Background: an optimization exercise with open tools, aiming at small area. Do not read the settings as production practice. Function was checked by simulation only, so behaviour that the tests miss may differ from the original. Power and IR drop assume default switching activity.

==> flow/design.v <==
module top_level(clk,reset,btn_left,btn_right,sw_left,sw_right,rgb,h_sync,v_sync);
    input clk, reset;
    input btn_left, btn_right;
    input sw_left, sw_right;
    output [11:0] rgb;
    output h_sync, v_sync;
    function [9:0] inc10(input [9:0] a);
        integer i;
        reg c;
        begin
            c = 1'b1;
            for (i = 0; i < 10; i = i + 1) begin
                inc10[i] = a[i] ^ c;
                c = c & a[i];
            end
        end
    endfunction
    function [9:0] dec10(input [9:0] a);
        integer i;
        reg b;
        begin
            b = 1'b1;
            for (i = 0; i < 10; i = i + 1) begin
                dec10[i] = a[i] ^ b;
                b = b & ~a[i];
            end
        end
    endfunction
    function lt10(input [9:0] a, input [9:0] b);
        integer i;
        reg l;
        begin
            l = 1'b0;
            for (i = 0; i < 10; i = i + 1)
                l = (~a[i] & b[i]) | (~(a[i] ^ b[i]) & l);
            lt10 = l;
        end
    endfunction
    function [9:0] add10(input [9:0] a, input [9:0] b);
        integer i;
        reg c;
        begin
            c = 1'b0;
            for (i = 0; i < 10; i = i + 1) begin
                add10[i] = a[i] ^ b[i] ^ c;
                c = (a[i] & b[i]) | (c & (a[i] ^ b[i]));
            end
        end
    endfunction
    reg [9:0] hc, vc;
    wire h_end = (hc == 798);            
    wire v_end = (vc == 523);            
    always @(posedge clk)
        if (reset) begin
            hc <= 799;
            vc <= 524;
        end else begin
            hc <= (hc == 799) ? 10'd0 : inc10(hc);
            if (h_end) vc <= (vc == 524) ? 10'd0 : inc10(vc);
        end
    wire refr = (hc == 799) && (vc == 479);    
    reg [6:0] lc;
    always @(posedge clk)
        if (reset) lc <= 0;
        else if (h_end) lc <= (lc == 124) ? 7'd0 : inc10({3'b000, lc});
    wire deb_tick = h_end && (lc == 124);
    reg [2:0] dl, dr;
    always @(posedge clk)
        if (reset) begin
            dl <= 3'b000;
            dr <= 3'b000;
        end else if (deb_tick) begin
            dl <= deb_next(dl, btn_left);
            dr <= deb_next(dr, btn_right);
        end
    function [2:0] deb_next(input [2:0] s, input in);
        case (s)
            3'b000: deb_next = in ? 3'b001 : 3'b000;
            3'b001: deb_next = in ? 3'b011 : 3'b000;
            3'b011: deb_next = in ? 3'b111 : 3'b000;
            3'b111: deb_next = in ? 3'b111 : 3'b110;
            3'b110: deb_next = in ? 3'b111 : 3'b100;
            3'b100: deb_next = in ? 3'b111 : 3'b000;
            default: deb_next = s;
        endcase
    endfunction
    reg [5:0] pl, pr;        
    reg [6:0] bx;            
    reg [5:0] by;            
    reg vx, vy;              
    reg [5:0] score;
    reg [1:0] cd;            
    reg cm;                  
    reg armed;               
    wire lost_l = (bx == 0);
    wire lost_r = (bx == 78);
    wire hit_l = (bx == 8) && lt10({4'b0, pl}, {4'b0, by}) && lt10({4'b0, by}, add10({4'b0, pl}, 10'd12));
    wire hit_r = (bx == 70) && lt10({4'b0, pr}, {4'b0, by}) && lt10({4'b0, by}, add10({4'b0, pr}, 10'd12));
    reg cd_at;
    always @*
        case ({cm, cd})
            3'b011: cd_at = (vc == 99)  && (hc == 2);
            3'b010: cd_at = (vc == 199) && (hc == 3);
            3'b001: cd_at = (vc == 299) && (hc == 4);
            3'b111: cd_at = (vc == 54)  && (hc == 3);
            3'b110: cd_at = (vc == 154) && (hc == 4);
            3'b101: cd_at = (vc == 254) && (hc == 5);
            default: cd_at = 1'b0;
        endcase
    wire cd_step = armed && cd_at;
    always @(posedge clk)
        if (reset) begin
            pl <= 23;
            pr <= 23;
            bx <= 39;
            by <= 29;
            vx <= 1;
            vy <= 0;
            score <= 0;
            cd <= 3;
            cm <= 0;
            armed <= 0;
        end else begin
            if (by <= 4) vy <= 1;
            else if (by >= 58) vy <= 0;
            else if (hit_l) vx <= 1;
            else if (hit_r) vx <= 0;
            if (refr) begin
                if (sw_left && dl[2] && (pl >= 5)) pl <= dec10({4'b0, pl});
                else if (!sw_left && dl[2] && (pl <= 45)) pl <= inc10({4'b0, pl});
                if (sw_right && dr[2] && (pr >= 5)) pr <= dec10({4'b0, pr});
                else if (!sw_right && dr[2] && (pr <= 45)) pr <= inc10({4'b0, pr});
            end
            if (refr && (lost_l || lost_r)) begin
                if (lost_l) score[2:0] <= inc10({7'b0, score[2:0]});
                if (lost_r || score[2:0] == 7) score[5:3] <= inc10({7'b0, score[5:3]});
                bx <= 39;
                by <= 29;
                cd <= 3;
                cm <= 1;
            end else begin
                if (refr && cd == 0) begin
                    bx <= vx ? inc10({3'b0, bx}) : dec10({3'b0, bx});
                    by <= vy ? inc10({4'b0, by}) : dec10({4'b0, by});
                end
                if (cd_step) cd <= dec10({8'b0, cd});
            end
            if (refr) armed <= !(lost_l || lost_r);
            else if (cd_step) armed <= 0;
        end
    wire video_on = ((hc < 639) || (hc == 799)) && ((vc < 479) || (vc == 524));
    wire top_on = (vc >= 33) && (vc <= 35);
    wire [6:0] vq = vc[9:3];
    wire [2:0] vl = vc[2:0];
    wire pl_v = lt10(add10({4'b0, pl, 3'b100}, 10'd0), vc) && lt10(vc, add10({1'b0, pl, 3'b000}, 10'd105));
    wire pr_v = lt10(add10({4'b0, pr, 3'b100}, 10'd0), vc) && lt10(vc, add10({1'b0, pr, 3'b000}, 10'd105));
    wire lp_on = (hc >= 59) && (hc <= 68) && pl_v;
    wire rp_on = (hc >= 569) && (hc <= 578) && pr_v;
    wire [2:0] hl = hc[2:0];
    wire bh0 = (hc[9:3] == bx);
    wire bv0 = (vc[9:3] == {1'b0, by});
    reg bh1, bv1;            
    always @(posedge clk) begin
        if (hl == 7) bh1 <= bh0;
        if (reset) bv1 <= 1'b0;
        else if (h_end && vl == 7) bv1 <= bv0;
    end
    wire [3:0] rx = bh0 ? {1'b0, hl} - 4'd2 : {1'b0, hl} + 4'd6;
    wire [3:0] ry = bv0 ? {1'b0, vl} - 4'd2 : {1'b0, vl} + 4'd6;
    wire bh_in = (bh0 && hl >= 2) || (bh1 && hl <= 3);
    wire bv_in = (bv0 && vl >= 2) || (bv1 && vl <= 3);
    reg shape;
    always @*
        case (ry)
            0, 9: shape = (rx >= 3) && (rx <= 6);
            1, 2, 7, 8: shape = (rx >= 1) && (rx <= 8);
            default: shape = 1'b1;
        endcase
    wire ball_on = bh_in && bv_in && shape;
    wire [6:0] tx = hc[9:3];
    wire [2:0] k = hc[2:0];
    wire [5:0] ty = vc[9:4];
    wire [3:0] r = vc[3:0];
    reg [4:0] code;
    reg cvalid;
    always @* begin
        cvalid = 1'b1;
        code = 5'd0;
        if (ty == 1)
            case (tx)
                1, 72: code = 8;
                2, 73: code = 9;
                3, 74: code = 10;
                4, 75: code = 11;
                5, 76: code = 12;
                6, 77: code = 13;
                7: code = {2'b00, score[5:3]};
                78: code = {2'b00, score[2:0]};
                33, 38: code = 14;
                34: code = 15;
                35, 40: code = 16;
                36, 41: code = 17;
                37: code = 18;
                39: code = 10;
                default: cvalid = 1'b0;
            endcase
        else if (ty == 15 && (tx == 35 || tx == 44) && cd != 0)
            code = {3'b000, cd};
        else
            cvalid = 1'b0;
    end
    reg [6:0] w;
    always @*
        case ({code, r})
            {5'd0, 4'd2}: w = 7'b0111110;   
            {5'd0, 4'd3}: w = 7'b1100011;   
            {5'd0, 4'd4}: w = 7'b1100011;   
            {5'd0, 4'd5}: w = 7'b1100111;   
            {5'd0, 4'd6}: w = 7'b1101111;   
            {5'd0, 4'd7}: w = 7'b1111011;   
            {5'd0, 4'd8}: w = 7'b1110011;   
            {5'd0, 4'd9}: w = 7'b1100011;   
            {5'd0, 4'd10}: w = 7'b1100011;   
            {5'd0, 4'd11}: w = 7'b0111110;   
            {5'd1, 4'd2}: w = 7'b0001100;   
            {5'd1, 4'd3}: w = 7'b0011100;   
            {5'd1, 4'd4}: w = 7'b0111100;   
            {5'd1, 4'd5}: w = 7'b0001100;   
            {5'd1, 4'd6}: w = 7'b0001100;   
            {5'd1, 4'd7}: w = 7'b0001100;   
            {5'd1, 4'd8}: w = 7'b0001100;   
            {5'd1, 4'd9}: w = 7'b0001100;   
            {5'd1, 4'd10}: w = 7'b0001100;   
            {5'd1, 4'd11}: w = 7'b0111111;   
            {5'd2, 4'd2}: w = 7'b0111110;   
            {5'd2, 4'd3}: w = 7'b1100011;   
            {5'd2, 4'd4}: w = 7'b0000011;   
            {5'd2, 4'd5}: w = 7'b0000110;   
            {5'd2, 4'd6}: w = 7'b0001100;   
            {5'd2, 4'd7}: w = 7'b0011000;   
            {5'd2, 4'd8}: w = 7'b0110000;   
            {5'd2, 4'd9}: w = 7'b1100000;   
            {5'd2, 4'd10}: w = 7'b1100011;   
            {5'd2, 4'd11}: w = 7'b1111111;   
            {5'd3, 4'd2}: w = 7'b0111110;   
            {5'd3, 4'd3}: w = 7'b1100011;   
            {5'd3, 4'd4}: w = 7'b0000011;   
            {5'd3, 4'd5}: w = 7'b0000011;   
            {5'd3, 4'd6}: w = 7'b0011110;   
            {5'd3, 4'd7}: w = 7'b0000011;   
            {5'd3, 4'd8}: w = 7'b0000011;   
            {5'd3, 4'd9}: w = 7'b0000011;   
            {5'd3, 4'd10}: w = 7'b1100011;   
            {5'd3, 4'd11}: w = 7'b0111110;   
            {5'd4, 4'd2}: w = 7'b0000110;   
            {5'd4, 4'd3}: w = 7'b0001110;   
            {5'd4, 4'd4}: w = 7'b0011110;   
            {5'd4, 4'd5}: w = 7'b0110110;   
            {5'd4, 4'd6}: w = 7'b1100110;   
            {5'd4, 4'd7}: w = 7'b1111111;   
            {5'd4, 4'd8}: w = 7'b0000110;   
            {5'd4, 4'd9}: w = 7'b0000110;   
            {5'd4, 4'd10}: w = 7'b0000110;   
            {5'd4, 4'd11}: w = 7'b0001111;   
            {5'd5, 4'd2}: w = 7'b1111111;   
            {5'd5, 4'd3}: w = 7'b1100000;   
            {5'd5, 4'd4}: w = 7'b1100000;   
            {5'd5, 4'd5}: w = 7'b1100000;   
            {5'd5, 4'd6}: w = 7'b1111110;   
            {5'd5, 4'd7}: w = 7'b0000011;   
            {5'd5, 4'd8}: w = 7'b0000011;   
            {5'd5, 4'd9}: w = 7'b0000011;   
            {5'd5, 4'd10}: w = 7'b1100011;   
            {5'd5, 4'd11}: w = 7'b0111110;   
            {5'd6, 4'd2}: w = 7'b0011100;   
            {5'd6, 4'd3}: w = 7'b0110000;   
            {5'd6, 4'd4}: w = 7'b1100000;   
            {5'd6, 4'd5}: w = 7'b1100000;   
            {5'd6, 4'd6}: w = 7'b1111110;   
            {5'd6, 4'd7}: w = 7'b1100011;   
            {5'd6, 4'd8}: w = 7'b1100011;   
            {5'd6, 4'd9}: w = 7'b1100011;   
            {5'd6, 4'd10}: w = 7'b1100011;   
            {5'd6, 4'd11}: w = 7'b0111110;   
            {5'd7, 4'd2}: w = 7'b1111111;   
            {5'd7, 4'd3}: w = 7'b1100011;   
            {5'd7, 4'd4}: w = 7'b0000011;   
            {5'd7, 4'd5}: w = 7'b0000011;   
            {5'd7, 4'd6}: w = 7'b0000110;   
            {5'd7, 4'd7}: w = 7'b0001100;   
            {5'd7, 4'd8}: w = 7'b0011000;   
            {5'd7, 4'd9}: w = 7'b0011000;   
            {5'd7, 4'd10}: w = 7'b0011000;   
            {5'd7, 4'd11}: w = 7'b0011000;   
            {5'd8, 4'd2}: w = 7'b0111110;   
            {5'd8, 4'd3}: w = 7'b1100011;   
            {5'd8, 4'd4}: w = 7'b1100011;   
            {5'd8, 4'd5}: w = 7'b0110000;   
            {5'd8, 4'd6}: w = 7'b0011100;   
            {5'd8, 4'd7}: w = 7'b0000110;   
            {5'd8, 4'd8}: w = 7'b0000011;   
            {5'd8, 4'd9}: w = 7'b1100011;   
            {5'd8, 4'd10}: w = 7'b1100011;   
            {5'd8, 4'd11}: w = 7'b0111110;   
            {5'd9, 4'd2}: w = 7'b0011110;   
            {5'd9, 4'd3}: w = 7'b0110011;   
            {5'd9, 4'd4}: w = 7'b1100001;   
            {5'd9, 4'd5}: w = 7'b1100000;   
            {5'd9, 4'd6}: w = 7'b1100000;   
            {5'd9, 4'd7}: w = 7'b1100000;   
            {5'd9, 4'd8}: w = 7'b1100000;   
            {5'd9, 4'd9}: w = 7'b1100001;   
            {5'd9, 4'd10}: w = 7'b0110011;   
            {5'd9, 4'd11}: w = 7'b0011110;   
            {5'd10, 4'd2}: w = 7'b0111110;   
            {5'd10, 4'd3}: w = 7'b1100011;   
            {5'd10, 4'd4}: w = 7'b1100011;   
            {5'd10, 4'd5}: w = 7'b1100011;   
            {5'd10, 4'd6}: w = 7'b1100011;   
            {5'd10, 4'd7}: w = 7'b1100011;   
            {5'd10, 4'd8}: w = 7'b1100011;   
            {5'd10, 4'd9}: w = 7'b1100011;   
            {5'd10, 4'd10}: w = 7'b1100011;   
            {5'd10, 4'd11}: w = 7'b0111110;   
            {5'd11, 4'd2}: w = 7'b1111110;   
            {5'd11, 4'd3}: w = 7'b0110011;   
            {5'd11, 4'd4}: w = 7'b0110011;   
            {5'd11, 4'd5}: w = 7'b0110011;   
            {5'd11, 4'd6}: w = 7'b0111110;   
            {5'd11, 4'd7}: w = 7'b0110110;   
            {5'd11, 4'd8}: w = 7'b0110011;   
            {5'd11, 4'd9}: w = 7'b0110011;   
            {5'd11, 4'd10}: w = 7'b0110011;   
            {5'd11, 4'd11}: w = 7'b1110011;   
            {5'd12, 4'd2}: w = 7'b1111111;   
            {5'd12, 4'd3}: w = 7'b0110011;   
            {5'd12, 4'd4}: w = 7'b0110001;   
            {5'd12, 4'd5}: w = 7'b0110100;   
            {5'd12, 4'd6}: w = 7'b0111100;   
            {5'd12, 4'd7}: w = 7'b0110100;   
            {5'd12, 4'd8}: w = 7'b0110000;   
            {5'd12, 4'd9}: w = 7'b0110001;   
            {5'd12, 4'd10}: w = 7'b0110011;   
            {5'd12, 4'd11}: w = 7'b1111111;   
            {5'd13, 4'd4}: w = 7'b0001100;   
            {5'd13, 4'd5}: w = 7'b0001100;   
            {5'd13, 4'd9}: w = 7'b0001100;   
            {5'd13, 4'd10}: w = 7'b0001100;   
            {5'd14, 4'd2}: w = 7'b1111110;   
            {5'd14, 4'd3}: w = 7'b0110011;   
            {5'd14, 4'd4}: w = 7'b0110011;   
            {5'd14, 4'd5}: w = 7'b0110011;   
            {5'd14, 4'd6}: w = 7'b0111110;   
            {5'd14, 4'd7}: w = 7'b0110000;   
            {5'd14, 4'd8}: w = 7'b0110000;   
            {5'd14, 4'd9}: w = 7'b0110000;   
            {5'd14, 4'd10}: w = 7'b0110000;   
            {5'd14, 4'd11}: w = 7'b1111000;   
            {5'd15, 4'd2}: w = 7'b0011110;   
            {5'd15, 4'd3}: w = 7'b0001100;   
            {5'd15, 4'd4}: w = 7'b0001100;   
            {5'd15, 4'd5}: w = 7'b0001100;   
            {5'd15, 4'd6}: w = 7'b0001100;   
            {5'd15, 4'd7}: w = 7'b0001100;   
            {5'd15, 4'd8}: w = 7'b0001100;   
            {5'd15, 4'd9}: w = 7'b0001100;   
            {5'd15, 4'd10}: w = 7'b0001100;   
            {5'd15, 4'd11}: w = 7'b0011110;   
            {5'd16, 4'd2}: w = 7'b1100011;   
            {5'd16, 4'd3}: w = 7'b1110011;   
            {5'd16, 4'd4}: w = 7'b1111011;   
            {5'd16, 4'd5}: w = 7'b1111111;   
            {5'd16, 4'd6}: w = 7'b1101111;   
            {5'd16, 4'd7}: w = 7'b1100111;   
            {5'd16, 4'd8}: w = 7'b1100011;   
            {5'd16, 4'd9}: w = 7'b1100011;   
            {5'd16, 4'd10}: w = 7'b1100011;   
            {5'd16, 4'd11}: w = 7'b1100011;   
            {5'd17, 4'd2}: w = 7'b0011110;   
            {5'd17, 4'd3}: w = 7'b0110011;   
            {5'd17, 4'd4}: w = 7'b1100001;   
            {5'd17, 4'd5}: w = 7'b1100000;   
            {5'd17, 4'd6}: w = 7'b1100000;   
            {5'd17, 4'd7}: w = 7'b1101111;   
            {5'd17, 4'd8}: w = 7'b1100011;   
            {5'd17, 4'd9}: w = 7'b1100011;   
            {5'd17, 4'd10}: w = 7'b0110011;   
            {5'd17, 4'd11}: w = 7'b0011101;   
            {5'd18, 4'd7}: w = 7'b0111111;   
            default: w = 7'b0000000;
        endcase
    wire text_on = cvalid && (k != 0) && w[3'd7 - k];
    wire [11:0] rgb_next =
        !video_on ? 12'h000 :
        text_on   ? 12'h0f0 :
        top_on    ? 12'hff0 :
        ball_on   ? 12'h00f :
        (lp_on || rp_on) ? 12'hfff : 12'h000;
    reg [11:0] rgb_reg;
    reg hs, vs;
    always @(posedge clk) begin
        rgb_reg <= rgb_next;
        hs <= ~((hc >= 663) && (hc < 759));
        vs <= ~((vc >= 489) && (vc < 491));
    end
    assign rgb = rgb_reg;
    assign h_sync = hs;
    assign v_sync = vs;
endmodule
==> flow/run.sh <==
#!/bin/bash
# synth_recipe.tcl (not shown) runs the flow's synth.tcl, then flattens the netlist and writes it again
# the make line also repeats each setting of config.mk as NAME=value (left out here)
make -C /OpenROAD-flow-scripts/flow DESIGN_CONFIG=/design/flow/config.mk WORK_HOME=/design/flow/orfs CLKGATE_MAP_FILE= SYNTH_SCRIPT=/design/flow/synth_recipe.tcl finish
==> flow/config.mk <==
export PLATFORM = sky130hd
export DESIGN_NAME = top_level
export DESIGN_NICKNAME = top_level
export VERILOG_FILES = /design/flow/design.v
export SDC_FILE = /design/flow/constraint.sdc
export NUM_CORES = 4
export LEC_CHECK = 0
export CAP_MARGIN = 20
export CORE_MARGIN = 2
export CORE_UTILIZATION = 40
export SLEW_MARGIN = 20
export SYNTH_MEMORY_MAX_BITS = 16384
==> flow/constraint.sdc <==
create_clock -name core_clock -period 10.0 [get_ports {clk}]
set_input_delay 2.0000 -clock core_clock [delete_from_list [all_inputs] [get_ports {clk}]]
set_output_delay 2.0000 -clock core_clock [all_outputs]
set_load 0.01 [all_outputs]
==> flow_metrics.env <==
export IMPL_pre_cts_ws_ps=5870
export IMPL_tns_ps=0
export IMPL_cp_num_buf_inv=0
export IMPL_slew_headroom_pct=24.6
export IMPL_cts_tree="yes"
export IMPL_cellPowerDensity_mw_per_mm2=142
export IMPL_die_h_um=152
export IMPL_wl_met3_um=1720
export IMPL_startpoint_type="flop"
export IMPL_path_class="flop to flop"
export IMPL_cp_end_kind="flop"
export IMPL_crit_cells=10
export IMPL_fin_area_mm2=0.00920
export IMPL_ys_async_sr_fraction_pct=0
export IMPL_reg2reg_to="rgb_reg[6]$_SDFF_PN0_"
export IMPL_crit_chain="or3b_2, a2111oi_2, a31oi_1, a21oi_1, nor2_1, a211oi_1, a311oi_1, o22ai_1, nand4_1, a21o_1"
export IMPL_num_vias=8503
export IMPL_grt_antenna_before_repair=0
export IMPL_synth_flop_cell="dfxtp_1"
export IMPL_nNetsFinal=1243
export IMPL_drt_drc_violations_left=0
export IMPL_slew_viol_final=0
export IMPL_drtPass1Iterations=5
export IMPL_rows=53
export IMPL_synth_edf_count=1
export IMPL_highest_layer="met4"
export IMPL_htree_levels=3
export IMPL_drt_total_wl_um=27300
export IMPL_syn2layout_area_growth_pct=5.66
export IMPL_top_regs="hc x10, vc x10"
export IMPL_clk_pin_slew_ps=60
export IMPL_clock_insertion_delay_worst_skew_ps=350
export IMPL_synth_fp_nets=1291
export IMPL_min_period_over_period_pct=42.3
export IMPL_required_ps=10250
export IMPL_slowest_delay_ps=870
export IMPL_cts_buffers=9
export IMPL_coreArea_mm2=0.0212
export IMPL_layout_common_cells="128 x ha_1, 112 x nand2_1, 81 x nor2_1"
export IMPL_period_needed_ps=4230
export IMPL_setup_worst_path_end="rgb_reg[6]$_SDFF_PN0_"
export IMPL_rr_worst_depth=10
export IMPL_port_buffers=19
export IMPL_fmax_mhz=236
export IMPL_ioPinCount=20
export IMPL_syn_inst=1157
export IMPL_rrSetupSlack_ps=5770
export IMPL_layout_commonest_cell="ha_1"
export IMPL_worstMarginPinSlew_ps=1120
export IMPL_diodes=0
export IMPL_antenna_left=0
export IMPL_vias_per_cell=6.12
export IMPL_leakagePower_nw=3.63
export IMPL_yosysUniqueCellTypes=88
export IMPL_die_w_um=152
export IMPL_wl_met1_um=13000
export IMPL_slowest_stage="dfxtp_1"
export IMPL_gr_total_overflow=0
export IMPL_clock_path_buffers=2
export IMPL_setup_slack_ps=5770
export IMPL_layout_drive_gt1_share_pct=5.39
export IMPL_cts_resized=0
export IMPL_postLayoutCoreUtil_pct=43.4
export IMPL_clock_skew_final_ps=7.30
export IMPL_start_util_pct=41.0
export IMPL_grt_usage_pct=24.5
export IMPL_worstPathMaxFanout=28
export IMPL_path_delay_family="compound AO/OA/AOI/OAI gates"
export IMPL_yosysWarnings=1
export IMPL_dpl_cell_area_mm2=0.00889
export IMPL_dp_hpwl_um=20000
export IMPL_wl_per_cell_um=19.6
export IMPL_synth_seq_area_share_pct=17.8
export IMPL_drt_iter0_drc=885
export IMPL_grt_pass1_wl_um=44100
export IMPL_status="timing/DRC/antenna clean"
export IMPL_reg2reg_from="hc[4]$_SDFF_PP1_"
export IMPL_die_area_mm2=0.0230
export IMPL_clock_root_buffer="clkbuf_16"
export IMPL_crit_arrival_ps=4480
export IMPL_rsz0062_at_grt="no"
export IMPL_ir_drop_mv=0.0884
export IMPL_ctsHoldBuffers=0
export IMPL_grt_pass1_vias=7931
export IMPL_crit_start="hc[4]$_SDFF_PP1_"
export IMPL_met2_length_um=11800
export IMPL_hold_viol=0
export IMPL_synth_seq_cells=77
export IMPL_grt_max_degree=53
export IMPL_cap_viol_max_count=0
export IMPL_syn_area_per_cell_um2=7.53
export IMPL_place_congestion=0.975
export IMPL_cts_sinks=77
export IMPL_hold_path_class="flop to flop"
export IMPL_setup_viol=0
export IMPL_syn_area_mm2=0.00871
export IMPL_post_cts_buffers=0
[worst min path at each step]
stage	start	endpoint	depth (start not counted)	slack (ps)
after global placement	lc[0]$_SDFFE_PP0N_	lc[0]$_SDFFE_PP0N_	2	460
final	lc[0]$_SDFFE_PP0N_	lc[0]$_SDFFE_PP0N_	2	470
after CTS	lc[0]$_SDFFE_PP0N_	lc[0]$_SDFFE_PP0N_	2	470
after floorplan	score[1]$_SDFFE_PP0P_	score[1]$_SDFFE_PP0P_	2	450
after detailed placement	lc[0]$_SDFFE_PP0N_	lc[0]$_SDFFE_PP0N_	2	470
after global routing	lc[0]$_SDFFE_PP0N_	lc[0]$_SDFFE_PP0N_	2	480
[power breakdown]
group	total, W	leakage [nW]	internal [W]	switching, W
logic	0.000532	2.86	0.000194	0.000337
registers	0.000427	0.625	0.000328	0.0000988
clock network	0.000347	0.148	0.000207	0.000140
total	0.00131	3.63	0.000730	0.000576
[cell families after synthesis]
kind of cell / count (synthesis) / share of synthesized area [%]
AOI/OAI and AO/OA: 312 / 23.8
xor gates and xnor gates: 49 / 4.93
adders and majority gates: 128 / 18.4
buffers and inverters: 146 / 7.37
DFF: 77 / 17.8
muxes: 15 / 1.90
and+or+nand+nor: 430 / 25.8
[synth_stat cells (all sizes together) (4+ instances only)]
| master | n | area [um2] |
|---|---|---|
| buf | 37 | 233 |
| nand2 | 113 | 427 |
| nor4 | 19 | 131 |
| a21o | 10 | 75.1 |
| nor4b | 4 | 35.0 |
| mux2i | 12 | 120 |
| ha | 128 | 1600 |
| xnor2 | 27 | 236 |
| o221ai | 8 | 70.1 |
| o21bai | 5 | 37.5 |
| or3 | 13 | 81.3 |
| dfxtp | 76 | 1520 |
| a2111oi | 8 | 109 |
| nor3b | 7 | 52.6 |
| nand2b | 25 | 156 |
| or4 | 6 | 45.0 |
| nor2 | 81 | 304 |
| and3 | 12 | 75.1 |
| a22oi | 8 | 60.1 |
| o211ai | 12 | 90.1 |
| o311a | 4 | 40.0 |
| o31ai | 11 | 87.6 |
| o2111ai | 6 | 52.6 |
| and2 | 11 | 68.8 |
| nor2b | 18 | 113 |
| clkbuf | 50 | 188 |
| nand3 | 38 | 195 |
| nand4 | 34 | 213 |
| a31oi | 16 | 100 |
| o21a | 6 | 45.0 |
| xor2 | 22 | 193 |
| o22ai | 11 | 68.8 |
| a21oi | 76 | 384 |
| inv | 57 | 214 |
| a211oi | 12 | 90.1 |
| a221oi | 4 | 35.0 |
| o21ai | 80 | 404 |
| or2 | 9 | 56.3 |
| nor3 | 24 | 135 |
[metrics by stage]
| stage | cells | total power (W) | hold slack (ps) |
|---|---|---|---|
| after detailed placement | 1373 | 0.000946 | 466 |
| after CTS | 1389 | 0.00130 | 475 |
| after floorplan | 1157 | 0.000794 | 449 |
| final | 1389 | 0.00131 | 473 |
| after global placement | 1373 | 0.000948 | 463 |
| after global routing | 1389 | 0.00138 | 483 |
[worst register-to-register path, stage by stage (launching register included)]
cell       delay (ps)
dfxtp_1           870
or3b_2            520
a2111oi_2         390
a31oi_1           120
a21oi_1           700
nor2_1            450
a211oi_1          320
a311oi_1           80
o22ai_1           250
nand4_1           200
a21o_1            220
[final cells by class]
cell class / count / area [um2]
clock buffer: 11 / 253
timing repair buffer: 28 / 253
fill: 2204 / 12000
clock inverter: 5 / 58.8
multi-input combinational: 934 / 6520
inverter: 59 / 221
tap: 275 / 344
sequential: 77 / 1550
[per-layer routing]
metal | global-route usage, % | up-vias
met2 | 37.2 | 304
li1 | - | 4126
met4 | 8.47 | 0
met3 | 4.64 | 57
met5 | 0 | -
met1 | 34.7 | 4016

separate check: timing with driven ports:
No port has a modelled driver above. Below, the same layout with a new extraction and two added sets of constraints.
Step 1: set_driving_cell puts a clkbuf_16 on clk and a buf_2 on each other input, an assumption about the parent block.
Step 2, shift: input delay + t, output delay - t, t = (earliest + latest rising clock arrival at the registers) / 2. This alone moves slack from input paths to output paths.
Slacks: ideal ports / drivers / drivers and shift; pairs: ideal ports / drivers.
shift t [ns]: 0.392
setup WS [ns]: 5.772 / 5.772 / 5.772
hold slack, ns: 0.473 / 0.473 / 0.473
worst setup path at the end: register to register
slew at the worst register clock pin (ns): 0.06 / 0.06
After both steps this run still meets setup and hold. For this run, drivers alone change the setup slack by 0.000 ns; drivers and shift together by 0.000 ns.
